Background: an optimization exercise with open tools, aiming at small area, a short achievable clock period and few clock cycles. Do not read the settings as production practice. No activity file was given, so power comes from the tool's default toggle rates.

== 08-26 ==
## cpu_8bit
module cpu_8bit (
    input wire clk,
    input wire reset,
    input wire [7:0] data_in,
    output wire [7:0] data_out,
    output wire [7:0] address,
    output wire mem_write
);
    wire       rd;         
    wire       wr;         
    wire       dsel;       
    wire       asel;       
    wire       sub;        
    wire [1:0] mop;        
    wire [3:0] mopd;       
    wire [7:0] pc;
    wire [7:0] acc;
    control_unit ctrl (
        .clk(clk),
        .reset(reset),
        .data_in(data_in),
        .rd(rd),
        .wr(wr),
        .dsel(dsel),
        .asel(asel),
        .sub(sub),
        .mop(mop),
        .mopd(mopd)
    );
    datapath dp (
        .clk(clk),
        .reset(reset),
        .data_in(data_in),
        .rd(rd),
        .wr(wr),
        .dsel(dsel),
        .sub(sub),
        .mop(mop),
        .pc(pc),
        .acc(acc)
    );
    assign address   = asel ? {4'h0, mopd} : pc;
    assign data_out  = acc;
    assign mem_write = wr;
endmodule
==> module datapath, before the edit <==
module datapath (
    input wire clk,
    input wire reset,
    input wire [7:0] data_in,
    input wire rd,
    input wire wr,
    input wire dsel,
    input wire sub,
    input wire [1:0] mop,
    output reg [7:0] pc,
    output reg [7:0] acc
);
    reg        carry;
    wire [7:0] d   = data_in;
    wire [3:0] op  = data_in[7:4];
    wire [3:0] opd = data_in[3:0];
    wire       fetch = !dsel;
    wire       zero = (acc == 8'h00);
    reg        cond;
    always @(*) begin
        case (op[1:0])
            2'b00: cond = 1'b0;      
            2'b01: cond = 1'b1;      
            2'b10: cond = zero;      
            default: cond = carry;   
        endcase
    end
    wire       tk   = fetch && (op[3:2] == 2'b10) && cond;    
    wire [7:0] pc_s = dsel ? pc : pc + 8'h01;                  
    wire [7:0] pc_n = tk ? {4'h0, opd} : pc_s;
    always @(posedge clk or posedge reset) begin
        if (reset)
            pc <= 8'h00;
        else
            pc <= pc_n;
    end
    wire [7:0] ax = acc ^ {8{sub}};
    wire [7:0] g0 = ax & d;
    wire [7:0] p0 = ax | d;
    wire G10 = g0[1] | (p0[1] & g0[0]);
    wire G32 = g0[3] | (p0[3] & g0[2]), P32 = p0[3] & p0[2];
    wire G54 = g0[5] | (p0[5] & g0[4]), P54 = p0[5] & p0[4];
    wire G76 = g0[7] | (p0[7] & g0[6]), P76 = p0[7] & p0[6];
    wire G20 = g0[2] | (p0[2] & G10);
    wire G30 = G32 | (P32 & G10);
    wire G64 = g0[6] | (p0[6] & G54), P64 = p0[6] & P54;
    wire G74 = G76 | (P76 & G54),     P74 = P76 & P54;
    wire G40 = g0[4] | (p0[4] & G30);
    wire G50 = G54 | (P54 & G30);
    wire G60 = G64 | (P64 & G30);
    wire G70 = G74 | (P74 & G30);
    wire [7:0] c = {G60, G50, G40, G30, G20, G10, g0[0], 1'b0};    
    wire [7:0] h = acc ^ d;                      
    wire is_ar = rd && (mop[1] ^ mop[0]);        
    wire is_and = rd && (mop == 2'b11);
    wire is_ld  = rd && (mop == 2'b00);
    wire [7:0] k = {8{is_ld}} | ({8{is_and}} & acc);
    wire is_nl = fetch && (op[3:1] == 3'b011);
    wire is_sr = fetch && (op == 4'h8);
    wire [7:0] nl = op[0] ? {acc[6:0], 1'b0} : ~acc;
    wire [7:0] sr = {1'b0, acc[7:1]};
    wire       c_nl = op[0] ? acc[7] : 1'b1;
    wire [7:0] y   = is_nl ? nl : (is_sr ? sr : ((d & k) | (acc & {8{!rd}})));
    wire       y_c = is_nl ? c_nl : (!is_sr && !rd && carry);
    wire [7:0] r1 = is_ar ? ~h : y;
    wire [7:0] r0 = is_ar ?  h : y;
    wire [7:0] acc_n = (c & r1) | (~c & r0);
    wire       c_n   = is_ar ? G70 : y_c;
    always @(posedge clk or posedge reset) begin
        if (reset) begin
            acc   <= 8'h00;
            carry <= 1'b0;
        end else begin
            acc   <= acc_n;
            carry <= c_n;
        end
    end
endmodule
==> flow/config.mk <==
export PLATFORM = sky130hd
export DESIGN_NAME = cpu_8bit
export DESIGN_NICKNAME = cpu_8bit
export VERILOG_FILES = /design/flow/design.v
export SDC_FILE = /design/flow/constraint.sdc
export NUM_CORES = 4
export LEC_CHECK = 0
export ABC_AREA = 1
export CAP_MARGIN = 20
export CORE_MARGIN = 2
export CORE_UTILIZATION = 40
export SETUP_SLACK_MARGIN = 2.0
export SLEW_MARGIN = 20
==> flow/constraint.sdc <==
create_clock -name core_clock -period 4.0 [get_ports {clk}]
set_input_delay 0.8000 -clock core_clock [delete_from_list [all_inputs] [get_ports {clk}]]
set_output_delay 0.8000 -clock core_clock [all_outputs]
set_load 0.01 [all_outputs]
standard.sh (not shown) runs the stock make flow with config.mk's settings and CLKGATE_MAP_FILE= SYNTH_SCRIPT=/design/flow/synth_recipe.tcl, a recipe that flattens the netlist after the stock synthesis.
==> flow/flow/run.sh <==
#!/bin/bash
# Standard layout, except:
#  - synthesis maps with flow/abc.script and without full/half-adder cells,
#  - the ports get plain buffers,
#  - resizing may change a cell's footprint.
F=$(pwd)/flow
export FLOW_ABC_SCRIPT=$F/abc.script
export BUFFER_PORTS_ARGS="-buffer_cell sky130_fd_sc_hd__buf_2"
bash standard.sh SYNTH_SCRIPT=$F/synth_abc.tcl ADDER_MAP_FILE= MATCH_CELL_FOOTPRINT=0 finish > standard.log 2>&1
==> flow/flow/abc.script <==
strash
dch
map -a
topo
stime -c
buffer -c
upsize -c
dnsize -c
==> flow/flow/synth_abc.tcl <==
# synth_recipe.tcl with one change: abc runs the script in flow/abc.script
# instead of ORFS's abc_area.script. Everything else is the same.
proc synth {args} { yosys synth -nofsm -noshare {*}$args }
proc abc {args} {
  set i [lsearch -exact $args -script]
  if { $i >= 0 } { lset args [expr {$i + 1}] $::env(FLOW_ABC_SCRIPT) }
  yosys abc {*}$args
}
source $::env(SCRIPTS_DIR)/synth.tcl
# left out here: clear keep_hierarchy, flatten, clean up, hide names made inside functions, write 1_2_yosys.v
Edits applied to the flow inputs when going from 08-26 to 01-01:
-- flow/design.v --
<<< 08-26, line 70
            pc <= pc_n;
    end
    wire [7:0] ax = acc ^ {8{sub}};
    wire [7:0] g0 = ax & d;
    wire [7:0] p0 = ax | d;
    wire G10 = g0[1] | (p0[1] & g0[0]);
    wire G32 = g0[3] | (p0[3] & g0[2]), P32 = p0[3] & p0[2];
    wire G54 = g0[5] | (p0[5] & g0[4]), P54 = p0[5] & p0[4];
    wire G76 = g0[7] | (p0[7] & g0[6]), P76 = p0[7] & p0[6];
    wire G20 = g0[2] | (p0[2] & G10);
    wire G30 = G32 | (P32 & G10);
    wire G64 = g0[6] | (p0[6] & G54), P64 = p0[6] & P54;
    wire G74 = G76 | (P76 & G54),     P74 = P76 & P54;
    wire G40 = g0[4] | (p0[4] & G30);
    wire G50 = G54 | (P54 & G30);
    wire G60 = G64 | (P64 & G30);
    wire G70 = G74 | (P74 & G30);
    wire [7:0] c = {G60, G50, G40, G30, G20, G10, g0[0], 1'b0};    
    wire [7:0] h = acc ^ d;                      
    wire is_ar = rd && (mop[1] ^ mop[0]);        
    wire is_and = rd && (mop == 2'b11);
    wire is_ld  = rd && (mop == 2'b00);
    wire [7:0] k = {8{is_ld}} | ({8{is_and}} & acc);
    wire is_nl = fetch && (op[3:1] == 3'b011);
    wire is_sr = fetch && (op == 4'h8);
>>> 01-01, line 70
            pc <= pc_n;
    end
    wire is_ld  = rd && (mop == 2'b00);
    wire is_and = rd && (mop == 2'b11);
    wire [7:0] ax = (acc & {8{!is_ld}}) ^ {8{sub}};
    wire [7:0] g0 = ax & d;
    wire [7:0] p0 = ax | d;
    wire [7:0] g1, p1, g2, p2, g3;
    genvar i;
    generate
        for (i = 0; i < 8; i = i + 1) begin : pf
            if (i >= 1) begin : l1
                assign g1[i] = g0[i] | (p0[i] & g0[i-1]);
                assign p1[i] = p0[i] & p0[i-1];
            end else begin : l1z
                assign g1[i] = g0[i];
                assign p1[i] = p0[i];
            end
            if (i >= 2) begin : l2
                assign g2[i] = g1[i] | (p1[i] & g1[i-2]);
                assign p2[i] = p1[i] & p1[i-2];
            end else begin : l2z
                assign g2[i] = g1[i];
                assign p2[i] = p1[i];
            end
            if (i >= 4) begin : l3
                assign g3[i] = g2[i] | (p2[i] & g2[i-4]);
            end else begin : l3z
                assign g3[i] = g2[i];
            end
        end
    endgenerate
    wire [7:0] c = {g3[6:0], 1'b0};              
    wire [7:0] h = ax ^ d ^ {8{sub}};            
    wire is_ar = rd && !is_and;                  
    wire is_nl = fetch && (op[3:1] == 3'b011);
    wire is_sr = fetch && (op == 4'h8);
<<< 08-26, line 96
    wire [7:0] sr = {1'b0, acc[7:1]};
    wire       c_nl = op[0] ? acc[7] : 1'b1;
    wire [7:0] y   = is_nl ? nl : (is_sr ? sr : ((d & k) | (acc & {8{!rd}})));
    wire       y_c = is_nl ? c_nl : (!is_sr && !rd && carry);
    wire [7:0] r1 = is_ar ? ~h : y;
    wire [7:0] r0 = is_ar ?  h : y;
    wire [7:0] acc_n = (c & r1) | (~c & r0);
    wire       c_n   = is_ar ? G70 : y_c;
    always @(posedge clk or posedge reset) begin
        if (reset) begin
>>> 01-01, line 108
    wire [7:0] sr = {1'b0, acc[7:1]};
    wire       c_nl = op[0] ? acc[7] : 1'b1;
    wire [7:0] y   = is_nl ? nl : (is_sr ? sr : (is_and ? g0 : acc));
    wire       y_c = is_nl ? c_nl : (!is_sr && !rd && carry);
    wire [7:0] r1 = is_ar ? ~h : y;
    wire [7:0] r0 = is_ar ?  h : y;
    wire [7:0] acc_n = (c & r1) | (~c & r0);
    wire       c_n   = is_ar ? g3[7] : y_c;
    always @(posedge clk or posedge reset) begin
        if (reset) begin
### Flow results
On filler cell count in the final layout, the higher figure sits with 01-01, not 08-26.
The non-clock inverter total of the final layout in 01-01 sits 6 above the value recorded for 08-26.
08-26 vs 01-01, worst setup path endpoint: address[0] vs dp.acc[7]
Min final worst slack across 08-26 and 01-01: 01-01
The final layout from 01-01, which completed every stage, passed the timing, design-rule and antenna checks at the end of the flow.
Re wire length: 08-26 was lower than 01-01.
Sort 08-26 and 01-01 by largest fanout of any net on the critical path, ascending, and 01-01 comes first.
Compared with 08-26, in 01-01 average wire per standard cell went up 0.99 um, total power went up about 25%.
No run of this note included a check of the RTL's function; only the layout flow was run.

[what the ideal ports hide]
The results above use ideal ports. As a check the final layouts listed here were re-extracted and re-timed, cells and wires unchanged.
Step 1 assumes that a clkbuf_16 drives the clock port and a buf_2 every other input.
Step 2, shift: input delay + t, output delay - t, t = (earliest + latest rising clock arrival at the registers) / 2. This alone moves slack from input paths to output paths.
Slacks: no drivers / after step 1 / after step 2; pairs: no drivers / after step 1.
| run | shift t [ns] | slack for setup (ns) | hold slack, ns | latest minus earliest clock arrival (ns) | slew at the worst register clock pin (ns) |
|---|---|---|---|---|---|
| 08-26 | 0.299 | 2.031 / 2.004 / 1.707 | 0.498 / 0.498 / 0.498 | 0.006 / 0.006 | 0.10 / 0.10 |
| 01-01 | 0.299 | 2.022 / 2.022 / 1.858 | 0.541 / 0.541 / 0.541 | 0.008 / 0.008 | 0.11 / 0.11 |
After both steps setup and hold are still met in every run listed. For 08-26, which loses most, drivers alone change the setup slack by -0.027 ns; drivers and shift together by -0.324 ns.
